This design comes from an exercise in tuning for small area on the open sky130 flow, not from production work. In this exercise RTL edits were held to simulation tests only and were not proved equivalent to the original. The flow treats the clock pin as an ideal source, which a real chip does not have. Power figures rest on the tool's default switching activity, not on a simulated workload.

== run 1 ==
==> flow/design.v <==
module uart_receiver
(
    input            clock,
    input            reset_n,
    input            rx,
    output reg [3:0] nib,
    output           is_r,
    output           byte_ready
);
    reg rx_sync1, rx_sync, prev_rx_sync;
    always @(posedge clock or negedge reset_n)
        if (!reset_n) begin
            rx_sync1     <= 1'b1;
            rx_sync      <= 1'b1;
            prev_rx_sync <= 1'b1;
        end else begin
            rx_sync1     <= rx;
            rx_sync      <= rx_sync1;
            prev_rx_sync <= rx_sync;
        end
    wire start_bit_edge = prev_rx_sync & !rx_sync;
    reg [3:0]  st;
    reg [12:0] cnt;
    reg        hi_r;
wire [12:0] cnt_x  = cnt ^ 13'h1555;
wire [12:0] cnt_nx = {cnt_x[11:0], ~(cnt_x[12]^cnt_x[3]^cnt_x[2]^cnt_x[0])} ^ 13'h1555;
    wire idle  = (st == 4'd0);
    wire done  = (cnt == 13'h37c);
    wire load  = idle & start_bit_edge;
    wire shift = !idle & !byte_ready & done;
    assign byte_ready = (st == 4'd9);
    assign is_r = hi_r & (nib == 4'h2);
    always @(posedge clock or negedge reset_n)
        if (!reset_n)
            st <= 4'd0;
        else if (byte_ready)
            st <= 4'd0;
        else if (load | shift)
            st <= st + 4'd1;
    always @(posedge clock) begin
        if (load)
            cnt <= 13'h0;
        else if (done)
            cnt <= 13'h719;
        else
            cnt <= cnt_nx;
        if (shift & (st <= 4'd4))
            nib <= {rx, nib[3:1]};
        if (shift & (st >= 4'd5))
            hi_r <= (hi_r | (st == 4'd5)) & (rx == st[0]);
    end
endmodule
module sonn
(
    input         clock,
    input         reset_n,
    input         rx,
    output [15:0] hword
);
wire [3:0] nib;
wire       is_r;
wire       byte_ready;
reg  [1:0]  count2;
reg  [7:0]  digits;    
reg         wload;     
reg  [11:0] hw;
always @(posedge clock)
    if (!reset_n) begin
        count2 <= 2'd0;
        wload  <= 1'b0;
        hw     <= 12'd0;
    end else begin
        wload <= byte_ready & (count2 == 2'd3);
        if (wload)
            hw <= {digits, nib};
        if (byte_ready)
            case (count2)
                2'd0: if (is_r) count2 <= 2'd1;
                2'd1: count2 <= 2'd2;
                2'd2: count2 <= 2'd3;
                2'd3: count2 <= 2'd0;
            endcase
    end
always @(posedge clock)
    if (byte_ready) begin
        if (count2 == 2'd1) digits[7:4] <= nib;
        if (count2 == 2'd2) digits[3:0] <= nib;
    end
assign hword = {4'b0000, hw};
uart_receiver uart(.clock(clock), .reset_n(reset_n), .rx(rx),
                   .nib(nib), .is_r(is_r), .byte_ready(byte_ready));
endmodule
module note(clk, reset_n, noteout);
input clk, reset_n;
output reg noteout;
reg [14:0] cnt;
wire [14:0] cnt_x  = cnt ^ 15'h5555;
wire [14:0] cnt_nx = {cnt_x[13:0], ~(cnt_x[14]^cnt_x[13])} ^ 15'h5555;
always @(posedge clk)
    if (!reset_n) begin
        noteout <= 1'b0;
        cnt     <= 15'h0;
    end else if (cnt == 15'h41aa) begin
        cnt     <= 15'h0;
        noteout <= ~noteout;
    end else
        cnt <= cnt_nx;
endmodule
module buzz(clk, reset_n, en, tim, tone);
input clk, reset_n, en;
input [1:0] tim;
output reg tone;
wire noteout;
note note1(.clk(clk), .reset_n(reset_n), .noteout(noteout));
reg [1:0]  tim_r;
reg [19:0] lo;
reg        lo_z, lo_o;
reg [5:0]  hi;
reg        ene;
wire [19:0] lo_x  = lo ^ 20'h55555;
wire [19:0] lo_nx = {lo_x[18:0], ~(lo_x[19]^lo_x[16])} ^ 20'h55555;
reg [5:0] hon, hoff;
always @*
    case (tim_r)
        2'd0: begin hon = 6'd5;  hoff = 6'd12; end
        2'd1: begin hon = 6'd10; hoff = 6'd20; end
        2'd2: begin hon = 6'd25; hoff = 6'd35; end
        default: begin hon = 6'd50; hoff = 6'd60; end
    endcase
wire lo_wrap = (lo == 20'h41653);
wire restart = (lo_z & (hi == hoff)) | (lo_o & (hi == 6'd60));
wire lo_clr  = restart | lo_wrap;
always @(posedge clk) begin
    tim_r <= tim;
    lo_o  <= lo_z;
    if (!reset_n) begin
        lo   <= 20'h0;
        lo_z <= 1'b1;
        hi   <= 6'd0;
        ene  <= 1'b0;
    end else begin
        lo_z <= lo_clr;
        lo   <= lo_clr ? 20'h0 : lo_nx;
        hi   <= restart ? 6'd0 : hi + {5'd0, lo_wrap};
        if (restart)
            ene <= 1'b0;
        else if (lo_z & (hi == hon))
            ene <= 1'b1;
    end
end
always @(posedge clk)
    tone <= en & noteout & ene;
endmodule
module sonic(clk, trig, reset_n, en, echo, out);
input clk, echo, reset_n, en;
output reg trig;
output [23:0] out;
reg [21:0] cp;
wire [21:0] cp_x  = cp ^ 22'h155555;
wire [21:0] cp_nx = {cp_x[20:0], ~(cp_x[21]^cp_x[20])} ^ 22'h155555;
reg [11:0] r;
reg [9:0]  q;
reg [9:0]  oq;
wire [11:0] r_x  = r ^ 12'h0;
wire [11:0] r_nx = {r_x[10:0], ~(r_x[11]^r_x[5]^r_x[3]^r_x[0])} ^ 12'h0;
wire rwrap = (r == 12'h8a6);
wire qsat  = q[9] & q[8];
wire wend = (cp == 22'h1afe2e);
always @(posedge clk)
    if (!reset_n) begin
        cp   <= 22'h0;
        trig <= 1'b0;
        r    <= 12'h0;
        q    <= 10'd0;
        oq   <= 10'd0;
    end else if (en) begin
        cp <= wend ? 22'h0 : cp_nx;
        if (cp == 22'h3fffff)
            trig <= 1'b1;
        if (cp == 22'h932ab)
            trig <= 1'b0;
        if (wend) begin
            oq <= q;
            r  <= 12'h0;
            q  <= 10'd0;
        end else if (echo) begin
            r <= rwrap ? 12'h0 : r_nx;
            if ((q == 10'd620) & (r == 12'hd15))
                q <= 10'h3ff;
            else if (rwrap & !qsat)
                q <= q + 10'd1;
        end
    end
assign out = {12'd0, {2{oq[9] & oq[8]}}, oq};
endmodule
module usonic_top
(
    input         clk,
    input         reset_n,
    input         rx,         
    input         echo,       
    input  [ 3:0] control,    
    output [15:0] hword,      
    output [23:0] usonic,     
    output        trig,       
    output        tone        
);
sonn sonna
(
 .clock   ( clk     ),
 .reset_n ( reset_n ),
 .rx      ( rx      ),
 .hword   ( hword   )
);
buzz buzz
(
 .clk     ( clk          ),
 .reset_n ( reset_n      ),
 .en      ( control[0]   ),
 .tim     ( control[2:1] ),
 .tone    ( tone         )
);
sonic sonica
(
 .clk     ( clk        ),
 .trig    ( trig       ),
 .reset_n ( reset_n    ),
 .en      ( control[3] ),
 .echo    ( echo       ),
 .out     ( usonic     )
);
endmodule
Settings: LEC_CHECK=0, CAP_MARGIN=20, CORE_MARGIN=2, CORE_UTILIZATION=70, SLEW_MARGIN=20; clock period 20.0 ns.
standard.sh (not shown) runs the stock make flow with config.mk's settings and CLKGATE_MAP_FILE= SYNTH_SCRIPT=/design/flow/synth_recipe.tcl, a recipe that flattens the netlist after the stock synthesis.
==> flow/flow/run.sh <==
#!/bin/bash
# Own layout flow: the standard flow (standard.sh) with
#  - synthesis as standard, but ABC maps the logic with flow/abc_map.script
#    (area-oriented); registers are mapped before ABC, so they are unchanged;
#  - port buffers made of the smallest buffer cell, one tie cell for all
#    constant outputs;
#  - clock tree of clkbuf_4 without dummy loads; flow/post_cts.tcl then swaps
#    the clock buffers whose flip-flops see a slow clock edge for clkbuf_8.
# Each step's output goes to its own log file here.
set -euo pipefail
HERE=$PWD
rm -rf "$HERE/scripts_abc"
cp -r "$FLOW_HOME/scripts" "$HERE/scripts_abc"
cp "$HERE/flow/abc_map.script" "$HERE/scripts_abc/abc_speed.script"
bash standard.sh "SCRIPTS_DIR=$HERE/scripts_abc" synth > "$HERE/log_synth.log" 2>&1
bash standard.sh \
  "BUFFER_PORTS_ARGS=-buffer_cell sky130_fd_sc_hd__buf_1" \
  "SKIP_REPAIR_TIE_FANOUT=1" \
  "CTS_ARGS=-sink_clustering_enable -repair_clock_nets -dont_use_dummy_load -buf_list sky130_fd_sc_hd__clkbuf_4" \
  "POST_CTS_TCL=$HERE/flow/post_cts.tcl" \
  finish > "$HERE/log_layout.log" 2>&1
==> flow/flow/abc_map.script <==
strash
&get -n
&deepsyn -T 60
&put
strash
&get -n
&dch -f
&nf -R 1000
&put
strash
&get -n
&dch -f
&nf -R 1000
&put
topo
dnsize -c
==> flow/flow/post_cts.tcl <==
# Clock-tree touch-up after CTS: a clock buffer whose flip-flop clock pins
# see a slow edge (estimated from placement) is swapped for the next larger
# clkbuf, then the placement is legalised again.
set clkbuf_up [dict create sky130_fd_sc_hd__clkbuf_2 sky130_fd_sc_hd__clkbuf_4 sky130_fd_sc_hd__clkbuf_4 sky130_fd_sc_hd__clkbuf_8 sky130_fd_sc_hd__clkbuf_8 sky130_fd_sc_hd__clkbuf_16]
set slew_limit 0.110
set swapped 0
for {set pass 0} {$pass < 4} {incr pass} {
  estimate_parasitics -placement
  set todo [dict create]
  foreach p [get_pins */CLK] {
    set s [expr max([get_property $p slew_max_rise], [get_property $p slew_max_fall])]
    if {$s <= $slew_limit} continue
    set net [get_nets -of_objects $p]
    foreach d [get_pins -of_objects $net] {
      if {[get_property $d direction] ne "output"} continue
      set inst [get_cells -of_objects $d]
      dict set todo [get_full_name $inst] [get_property $inst ref_name]
    }
  }
  if {[dict size $todo] == 0} break
  dict for {name ref} $todo {
    if {![dict exists $clkbuf_up $ref]} continue
    replace_cell [get_cells $name] [dict get $clkbuf_up $ref]
    incr swapped
  }
}
puts "post_cts: swapped $swapped clock buffers"
if {$swapped > 0} {
  estimate_parasitics -placement
  detailed_placement
  check_placement -verbose
}
Run 1 finished end to end and its layout was clean on timing, DRC and antenna.
--- input diff run 1..run 2 ---
diff --git a/flow/flow/run.sh b/flow/flow/run.sh
--- a/flow/flow/run.sh
+++ b/flow/flow/run.sh
@@ -4 +4,2 @@
-#    (area-oriented); registers are mapped before ABC, so they are unchanged;
+#    (area-oriented) and no separate half-adder mapping (ADDER_MAP_FILE
+#    empty); registers are mapped before ABC, so they are unchanged;
@@ -15 +16 @@
-bash standard.sh "SCRIPTS_DIR=$HERE/scripts_abc" synth > "$HERE/log_synth.log" 2>&1
+bash standard.sh "SCRIPTS_DIR=$HERE/scripts_abc" "ADDER_MAP_FILE=" synth > "$HERE/log_synth.log" 2>&1
### Flow results
On run 2: core utilization is 1.1 points lower than what run 1 gave. Transition time at the pin with the least slew margin in run 2 is 0.054 ns lower than in run 1. Compared with run 1, in run 2 post-route minimum period went down 0.12 ns; synthesized area went down 4.0%. Run 2: cell area lower than run 1. There was hardly any difference in cell-internal power between run 1 and run 2. Looking at combinational group share of total power across run 2 and run 1, the one that comes out higher is run 1. [compare] base=run 1 new=run 2: endpoint required time on the critical path up 0.03 ns; routing usage on met1 down 3.5 points.
Relative to run 2, the following input files were edited for run 3:
diff --git a/flow/flow/run.sh b/flow/flow/run.sh
--- a/flow/flow/run.sh
+++ b/flow/flow/run.sh
@@ -4,2 +4 @@
-#    (area-oriented) and no separate half-adder mapping (ADDER_MAP_FILE
-#    empty); registers are mapped before ABC, so they are unchanged;
+#    (area-oriented); registers are mapped before ABC, so they are unchanged;
@@ -16 +15 @@
-bash standard.sh "SCRIPTS_DIR=$HERE/scripts_abc" "ADDER_MAP_FILE=" synth > "$HERE/log_synth.log" 2>&1
+bash standard.sh "SCRIPTS_DIR=$HERE/scripts_abc" synth > "$HERE/log_synth.log" 2>&1
==> flow/flow/abc_map.script <==
strash
&get -n
&deepsyn -T 120
&put
strash
dch -f
amap
strash
dch -f
amap
topo
dnsize -c
diff --git a/flow/flow/post_cts.tcl b/flow/flow/post_cts.tcl
--- a/flow/flow/post_cts.tcl
+++ b/flow/flow/post_cts.tcl
@@ -5 +5 @@
-set slew_limit 0.110
+set slew_limit 0.100
Results
- Run 3 ended up with more standard cells than run 2.
- Run 3 falls short of run 2 in global-route wire length before repair.
- The run showing the smaller worst setup timing slack at the placement stage is run 3.
- Delta (run 3 minus run 2): met3 wire length up 27%; number of standard cells after synthesis higher; worst path buffer plus inverter count saw an increase.
- Run 2 reports its worst-path cell with the longest stage delay as sky130_fd_sc_hd__nor2_1 while run 3 reports sky130_fd_sc_hd__buf_1.
- Run 2 → run 3: final worst hold slack was more or less identical, combinational fraction of design power has remained practically unchanged, proportion of power drawn by the clock network increased 1.0 points.

port drivers added, routing unchanged:
In the flow no input, the clock included, has a driving cell. The finished layouts below were timed again as built, in two steps.
Step 1 assumes that a clkbuf_16 drives the clock port and a buf_2 every other input.
Step 2 moves the port delays by t, midway between the first and last clock arrival at a register: inputs arrive t later, outputs are due t later. That takes back most of the time a late clock gives input paths.
Slacks: ideal / step 1 / step 2; pairs: ideal / step 1.
run	shift t [ns]	slack for setup (ns)	worst hold slack (ns)
run 1	0.532	13.644 / 13.653 / 13.121	0.353 / 0.353 / 0.353
run 2	0.530	13.768 / 13.777 / 13.247	0.358 / 0.358 / 0.358
run 3	0.541	13.438 / 13.439 / 12.898	0.355 / 0.355 / 0.355
After both steps every run listed still meets setup and hold. For run 3, which loses most, drivers alone change the setup slack by +0.001 ns; drivers and shift together by -0.540 ns.
